From an optimization exercise on the open Yosys and OpenROAD flow, aimed at small area and a short achievable clock period; shortcuts taken in it are not production practice.
Only simulation tests tie the RTL to the original design; equivalence was not proved.
No activity file was given, so power comes from the tool's default toggle rates.

==> run a <==
==> flow/design.v <==
module fpadd_40_add #(parameter N = 26, parameter L = 5) (
  input  [N-1:0] p0, g0,
  input          ci,
  output [N-1:0] s
);
wire [N-1:0] g [0:L];
wire [N-1:0] p [0:L];
assign g[0] = g0 | {{(N-1){1'b0}}, p0[0] & ci};
assign p[0] = p0;
genvar l, i;
generate
  for (l = 0; l < L; l = l + 1) begin : lv
    for (i = 0; i < N; i = i + 1) begin : bt
      if ((i >> l) & 1) begin : mg
        localparam integer J = ((i >> l) << l) - 1;
        assign g[l+1][i] = g[l][i] | (p[l][i] & g[l][J]);
        assign p[l+1][i] = p[l][i] & p[l][J];
      end else begin : ps
        assign g[l+1][i] = g[l][i];
        assign p[l+1][i] = p[l][i];
      end
    end
  end
endgenerate
assign s = p0 ^ {g[L][N-2:0], ci};
endmodule
module fpadd_40(x_40,y_40,res_40,clk_40,rst_40);
input  [31:0] x_40, y_40;
output [31:0] res_40;
input  clk_40, rst_40;
wire [7:0] ex = x_40[30:23];
wire [7:0] ey = y_40[30:23];
wire [8:0] dxy = {1'b0, ex} - {1'b0, ey};
wire [7:0] dyx = ey - ex;
wire       ge  = ~dxy[8];                    
wire [4:0] cxy = (dxy[7:0] > 8'd24) ? 5'd31 : dxy[4:0];   
wire [4:0] cyx = (dyx > 8'd24) ? 5'd31 : dyx[4:0];
wire       swap = y_40[30:0] > x_40[30:0];   
wire       hx   = |x_40[30:0];
wire       hy   = |y_40[30:0];
reg [22:0] fx1, fy1;
reg        hb1, sw1, sx1, sy1, sub1;
reg [7:0]  ea1;
reg [4:0]  d1;
always @(posedge clk_40) begin
  fx1  <= x_40[22:0];
  fy1  <= y_40[22:0];
  hb1  <= hx & hy;                            
  sw1  <= swap;
  ea1  <= ge ? ex : ey;
  d1   <= ge ? cxy : cyx;
  sx1  <= x_40[31] & (hx | hy);               
  sy1  <= y_40[31];
  sub1 <= x_40[31] ^ y_40[31];
end
wire [22:0] fa = sw1 ? fy1 : fx1;
wire        sg1 = sw1 ? sy1 : sx1;
wire [23:0] sb = {hb1, sw1 ? fx1 : fy1};
wire [24:0] b0 = {sb, 1'b0};
wire [24:0] b1 = d1[4] ? {16'd0, b0[24:16]} : b0;
wire [24:0] b2 = d1[3] ? { 8'd0, b1[24:8]}  : b1;
wire [24:0] b3 = d1[2] ? { 4'd0, b2[24:4]}  : b2;
wire [24:0] b4 = d1[1] ? { 2'd0, b3[24:2]}  : b3;
wire [24:0] b5 = d1[0] ? { 1'd0, b4[24:1]}  : b4;
reg [24:1] smask;
integer k;
always @(*) begin
  for (k = 1; k < 25; k = k + 1)
    smask[k] = (d1 > k) && (d1 <= k + 20) && (d1 <= 5'd24);
end
wire sticky = |(b0[24:1] & smask);
wire [25:0] aw = {2'b01, fa, 1'b0};
wire [25:0] bw = {sub1, b5 ^ {25{sub1}}};
wire [25:0] pw = aw ^ bw;
wire [25:0] gw = aw & bw;
reg [25:0] p2;
reg [23:1] g2;            
reg [7:0]  ea2;
reg        ci2, sg2;
always @(posedge clk_40) begin
  p2 <= pw; g2 <= gw[23:1]; ea2 <= ea1 + 8'd1;
  ci2 <= sub1 & ~sticky; sg2 <= sg1;
end
wire [25:0] s;
fpadd_40_add #(26) add (
  .p0(p2),
  .g0({1'b0, ~p2[24], g2, 1'b0}),
  .ci(ci2),
  .s (s)
);
reg [25:0] s3;
reg [7:0]  e3;
reg        sg3;
always @(posedge clk_40) begin
  s3 <= s; e3 <= ea2; sg3 <= sg2;
end
wire [31:0] v = {s3, 6'd0};
wire [15:0] z1;  wire [15:0] c1;       
genvar g;
generate for (g = 0; g < 16; g = g + 1) begin : l1
  assign z1[g] = ~(v[2*g+1] | v[2*g]);
  assign c1[g] = ~v[2*g+1];
end endgenerate
wire [7:0] z2; wire [15:0] c2;         
generate for (g = 0; g < 8; g = g + 1) begin : l2
  assign z2[g] = z1[2*g+1] & z1[2*g];
  assign c2[2*g+1:2*g] = z1[2*g+1] ? {1'b1, c1[2*g]} : {1'b0, c1[2*g+1]};
end endgenerate
wire [3:0] z3; wire [11:0] c3;         
generate for (g = 0; g < 4; g = g + 1) begin : l3
  assign z3[g] = z2[2*g+1] & z2[2*g];
  assign c3[3*g+2:3*g] = z2[2*g+1] ? {1'b1, c2[4*g+1:4*g]} : {1'b0, c2[4*g+3:4*g+2]};
end endgenerate
wire [1:0] z4; wire [7:0] c4;          
generate for (g = 0; g < 2; g = g + 1) begin : l4
  assign z4[g] = z3[2*g+1] & z3[2*g];
  assign c4[4*g+3:4*g] = z3[2*g+1] ? {1'b1, c3[6*g+2:6*g]} : {1'b0, c3[6*g+5:6*g+3]};
end endgenerate
wire       nz = ~(z4[1] & z4[0]);
wire [4:0] lz = z4[1] ? {1'b1, c4[3:0]} : {1'b0, c4[7:4]};
wire [25:0] n1 = lz[4] ? {s3[9:0], 16'd0} : s3;
wire [25:0] n2 = lz[3] ? {n1[17:0], 8'd0} : n1;
wire [25:0] n3 = lz[2] ? {n2[21:0], 4'd0} : n2;
wire [25:0] n4 = lz[1] ? {n3[23:0], 2'd0} : n3;
wire [25:0] n5 = lz[0] ? {n4[24:0], 1'd0} : n4;
wire [5:0]  el = {1'b0, e3[4:0]} - {1'b0, lz};
wire [2:0]  eh = el[5] ? e3[7:5] - 3'd1 : e3[7:5];
wire [31:0] r  = {sg3 & nz, nz ? {eh, el[4:0]} : 8'd0, n5[24:2]};
reg [31:0] r4;
always @(posedge clk_40) r4 <= r;
assign res_40 = r4;
endmodule
==> flow/flow/run.sh <==
#!/bin/bash
# Standard ORFS layout with two changes: synthesis leaves adders to ABC
# (ADDER_MAP_FILE empty, so no half/full-adder cells are extracted; the
# synthesis script itself is the standard flow's, unchanged), and the port buffers are
# buf_2 cells. Full make output in make_finish.log, each step's log under
# orfs/logs/.
set -euo pipefail
bash standard.sh finish 'ADDER_MAP_FILE=' 'BUFFER_PORTS_ARGS=-buffer_cell sky130_fd_sc_hd__buf_2' > make_finish.log 2>&1
==> flow/standard.sh <==
#!/bin/bash
# synth_recipe.tcl (not shown) runs the flow's synth.tcl, then flattens the netlist and writes it again
# the make line also repeats each setting of config.mk as NAME=value (left out here)
make -C /OpenROAD-flow-scripts/flow DESIGN_CONFIG=/design/flow/config.mk WORK_HOME=/design/flow/orfs CLKGATE_MAP_FILE= SYNTH_SCRIPT=/design/flow/synth_recipe.tcl "${@:-finish}"
==> flow/config.mk <==
export PLATFORM = sky130hd
export DESIGN_NAME = fpadd_40
export DESIGN_NICKNAME = fpadd_40
export VERILOG_FILES = /design/flow/design.v
export SDC_FILE = /design/flow/constraint.sdc
export NUM_CORES = 4
export LEC_CHECK = 0
export ABC_AREA = 1
export CAP_MARGIN = 20
export CORE_MARGIN = 2
export CORE_UTILIZATION = 40
export CTS_BUF_LIST = sky130_fd_sc_hd__clkbuf_8
export CTS_CLUSTER_SIZE = 24
export SETUP_SLACK_MARGIN = 3.2
export SLEW_MARGIN = 20
==> flow/constraint.sdc <==
create_clock -name core_clock -period 5.0 [get_ports {clk_40}]
set_input_delay 1.0000 -clock core_clock [delete_from_list [all_inputs] [get_ports {clk_40}]]
set_output_delay 1.0000 -clock core_clock [all_outputs]
set_load 0.01 [all_outputs]
==> run b: changes against run a <==
ABC_AREA = 0   (was 1)
SETUP_SLACK_MARGIN = 2.8   (was 3.2)
==> run c: changes against run a <==
==> flow/design.v (replaced) <==
module fpadd_40(x_40,y_40,res_40,clk_40,rst_40);
input  [31:0] x_40, y_40;
output [31:0] res_40;
input  clk_40, rst_40;
wire [7:0] ex = x_40[30:23];
wire [7:0] ey = y_40[30:23];
wire [7:0] dxy = ex - ey;                    
wire [7:0] dyx = ey - ex;                    
wire [4:0] cxy = (dxy > 8'd24) ? 5'd31 : dxy[4:0];    
wire [4:0] cyx = (dyx > 8'd24) ? 5'd31 : dyx[4:0];
wire       swap = y_40[30:0] > x_40[30:0];   
reg [22:0] fx1, fy1;
reg        hx1, hy1, sw1, sg1, sub1;
reg [7:0]  ea1;
reg [4:0]  d1;
always @(posedge clk_40) begin
  fx1  <= x_40[22:0];
  fy1  <= y_40[22:0];
  hx1  <= |x_40[30:0];
  hy1  <= |y_40[30:0];
  sw1  <= swap;
  ea1  <= swap ? ey : ex;
  d1   <= swap ? cyx : cxy;
  sg1  <= swap ? y_40[31] : x_40[31];
  sub1 <= x_40[31] ^ y_40[31];
end
wire [23:0] sa = sw1 ? {hy1, fy1} : {hx1, fx1};
wire [23:0] sb = sw1 ? {hx1, fx1} : {hy1, fy1};
wire [24:0] b0 = {sb, 1'b0};
wire [24:0] b1 = d1[4] ? {16'd0, b0[24:16]} : b0;
wire [24:0] b2 = d1[3] ? { 8'd0, b1[24:8]}  : b1;
wire [24:0] b3 = d1[2] ? { 4'd0, b2[24:4]}  : b2;
wire [24:0] b4 = d1[1] ? { 2'd0, b3[24:2]}  : b3;
wire [24:0] b5 = d1[0] ? { 1'd0, b4[24:1]}  : b4;
reg [23:0] smask;
integer k;
always @(*) begin
  for (k = 0; k < 24; k = k + 1)
    smask[k] = (d1 >= k + 2) && (d1 <= k + 21) && (d1 <= 24);
end
wire sticky = |(sb & smask);
reg [23:0] sa2;
reg [24:0] bsh2;
reg [7:0]  ea2;
reg        st2, sg2, sub2;
always @(posedge clk_40) begin
  sa2 <= sa; bsh2 <= b5; ea2 <= ea1 + 8'd1;
  st2 <= sticky; sg2 <= sg1; sub2 <= sub1;
end
wire [26:0] s27 = {1'b0, sa2, 1'b0, 1'b1} + {sub2, bsh2 ^ {25{sub2}}, sub2 & ~st2};
wire [25:0] s = s27[26:1];
reg [25:0] s3;
reg [7:0]  e3;
reg        sg3;
always @(posedge clk_40) begin
  s3 <= s; e3 <= ea2; sg3 <= sg2;
end
wire [31:0] v = {s3, 6'd0};
wire [15:0] z1;  wire [15:0] c1;       
genvar g;
generate for (g = 0; g < 16; g = g + 1) begin : l1
  assign z1[g] = ~(v[2*g+1] | v[2*g]);
  assign c1[g] = ~v[2*g+1];
end endgenerate
wire [7:0] z2; wire [15:0] c2;         
generate for (g = 0; g < 8; g = g + 1) begin : l2
  assign z2[g] = z1[2*g+1] & z1[2*g];
  assign c2[2*g+1:2*g] = z1[2*g+1] ? {1'b1, c1[2*g]} : {1'b0, c1[2*g+1]};
end endgenerate
wire [3:0] z3; wire [11:0] c3;         
generate for (g = 0; g < 4; g = g + 1) begin : l3
  assign z3[g] = z2[2*g+1] & z2[2*g];
  assign c3[3*g+2:3*g] = z2[2*g+1] ? {1'b1, c2[4*g+1:4*g]} : {1'b0, c2[4*g+3:4*g+2]};
end endgenerate
wire [1:0] z4; wire [7:0] c4;          
generate for (g = 0; g < 2; g = g + 1) begin : l4
  assign z4[g] = z3[2*g+1] & z3[2*g];
  assign c4[4*g+3:4*g] = z3[2*g+1] ? {1'b1, c3[6*g+2:6*g]} : {1'b0, c3[6*g+5:6*g+3]};
end endgenerate
wire       nz = ~(z4[1] & z4[0]);
wire [4:0] lz = z4[1] ? {1'b1, c4[3:0]} : {1'b0, c4[7:4]};
wire [25:0] n1 = lz[4] ? {s3[9:0], 16'd0} : s3;
wire [25:0] n2 = lz[3] ? {n1[17:0], 8'd0} : n1;
wire [25:0] n3 = lz[2] ? {n2[21:0], 4'd0} : n2;
wire [25:0] n4 = lz[1] ? {n3[23:0], 2'd0} : n3;
wire [25:0] n5 = lz[0] ? {n4[24:0], 1'd0} : n4;
wire [7:0]  er = e3 - {3'b0, lz};
wire [31:0] r  = {sg3 & nz, nz ? er : 8'd0, n5[24:2]};
reg [31:0] r4;
always @(posedge clk_40) r4 <= r;
assign res_40 = r4;
endmodule
==> flow/run.sh (new file) <==
#!/bin/bash
# synth_recipe.tcl (not shown) runs the flow's synth.tcl, then flattens the netlist and writes it again
# the make line also repeats each setting of config.mk as NAME=value (left out here)
make -C /OpenROAD-flow-scripts/flow DESIGN_CONFIG=/design/flow/config.mk WORK_HOME=/design/flow/orfs CLKGATE_MAP_FILE= SYNTH_SCRIPT=/design/flow/synth_recipe.tcl finish
ABC_AREA = not set   (was 1)
CTS_BUF_LIST = not set   (was sky130_fd_sc_hd__clkbuf_8)
CTS_CLUSTER_SIZE = not set   (was 24)
SETUP_SLACK_MARGIN = 2.9   (was 3.2)
removed: flow/flow/run.sh
removed: flow/standard.sh
==> run d: changes against run a <==
--- a/flow/design.v
+++ b/flow/design.v
@@ -31,8 +31,7 @@
 wire [7:0] ex = x_40[30:23];
 wire [7:0] ey = y_40[30:23];
-wire [8:0] dxy = {1'b0, ex} - {1'b0, ey};
-wire [7:0] dyx = ey - ex;
-wire       ge  = ~dxy[8];                    
-wire [4:0] cxy = (dxy[7:0] > 8'd24) ? 5'd31 : dxy[4:0];   
+wire [7:0] dxy = ex - ey;                    
+wire [7:0] dyx = ey - ex;                    
+wire [4:0] cxy = (dxy > 8'd24) ? 5'd31 : dxy[4:0];    
 wire [4:0] cyx = (dyx > 8'd24) ? 5'd31 : dyx[4:0];
 wire       swap = y_40[30:0] > x_40[30:0];   
@@ -40,5 +39,5 @@
 wire       hy   = |y_40[30:0];
 reg [22:0] fx1, fy1;
-reg        hb1, sw1, sx1, sy1, sub1;
+reg        hb1, sw1, sg1, sub1;
 reg [7:0]  ea1;
 reg [4:0]  d1;
@@ -46,14 +45,12 @@
   fx1  <= x_40[22:0];
   fy1  <= y_40[22:0];
-  hb1  <= hx & hy;                            
+  hb1  <= swap ? hx : hy;
   sw1  <= swap;
-  ea1  <= ge ? ex : ey;
-  d1   <= ge ? cxy : cyx;
-  sx1  <= x_40[31] & (hx | hy);               
-  sy1  <= y_40[31];
+  ea1  <= swap ? ey : ex;
+  d1   <= swap ? cyx : cxy;
+  sg1  <= (swap ? y_40[31] : x_40[31]) & (hx | hy);
   sub1 <= x_40[31] ^ y_40[31];
 end
 wire [22:0] fa = sw1 ? fy1 : fx1;
-wire        sg1 = sw1 ? sy1 : sx1;
 wire [23:0] sb = {hb1, sw1 ? fx1 : fy1};
 wire [24:0] b0 = {sb, 1'b0};
SETUP_SLACK_MARGIN = 2.8   (was 3.2)
==> summary of the runs <==
In run a the combinational power is higher than in run d, by about 40%. Non-clock buffer count: run a > run c > run b > run d. The highest cell area belongs to run a, the lowest to run d. Via count, highest first: run a, run d, run c, run b.

-- what the ideal ports hide --
In the flow no input, the clock included, has a driving cell. The finished layouts below were timed again as built, in two steps.
Step 1 (the two cells are an assumption about what drives the block):
set clk [get_ports {clk_40}]
set_driving_cell -lib_cell sky130_fd_sc_hd__clkbuf_16 $clk
set_driving_cell -lib_cell sky130_fd_sc_hd__buf_2 [delete_from_list [all_inputs] $clk]
Step 2 adds t to the input delays and takes it off the output delays; t is the mean of the earliest and latest rising clock arrival at the registers after step 1. Input paths then give back, and output paths get back, about the clock's delay inside the block.
a / b / c = ideal ports / drivers / drivers and shift; a / b = the first two.
run	t (ns)	slack for setup (ns)	latest minus earliest clock arrival (ns)	worst data-port slew with drivers (ns)
run a	0.516	2.878 / 2.896 / 2.380	0.015 / 0.015	0.08
run b	0.497	1.922 / 1.929 / 1.432	0.014 / 0.015	0.05
run c	0.477	2.069 / 2.069 / 1.818	0.012 / 0.012	0.06
run d	0.516	2.840 / 2.859 / 2.343	0.019 / 0.019	0.03
After both steps every run listed still meets setup and hold. For run a, which loses most, drivers alone change the setup slack by +0.018 ns; drivers and shift together by -0.498 ns.
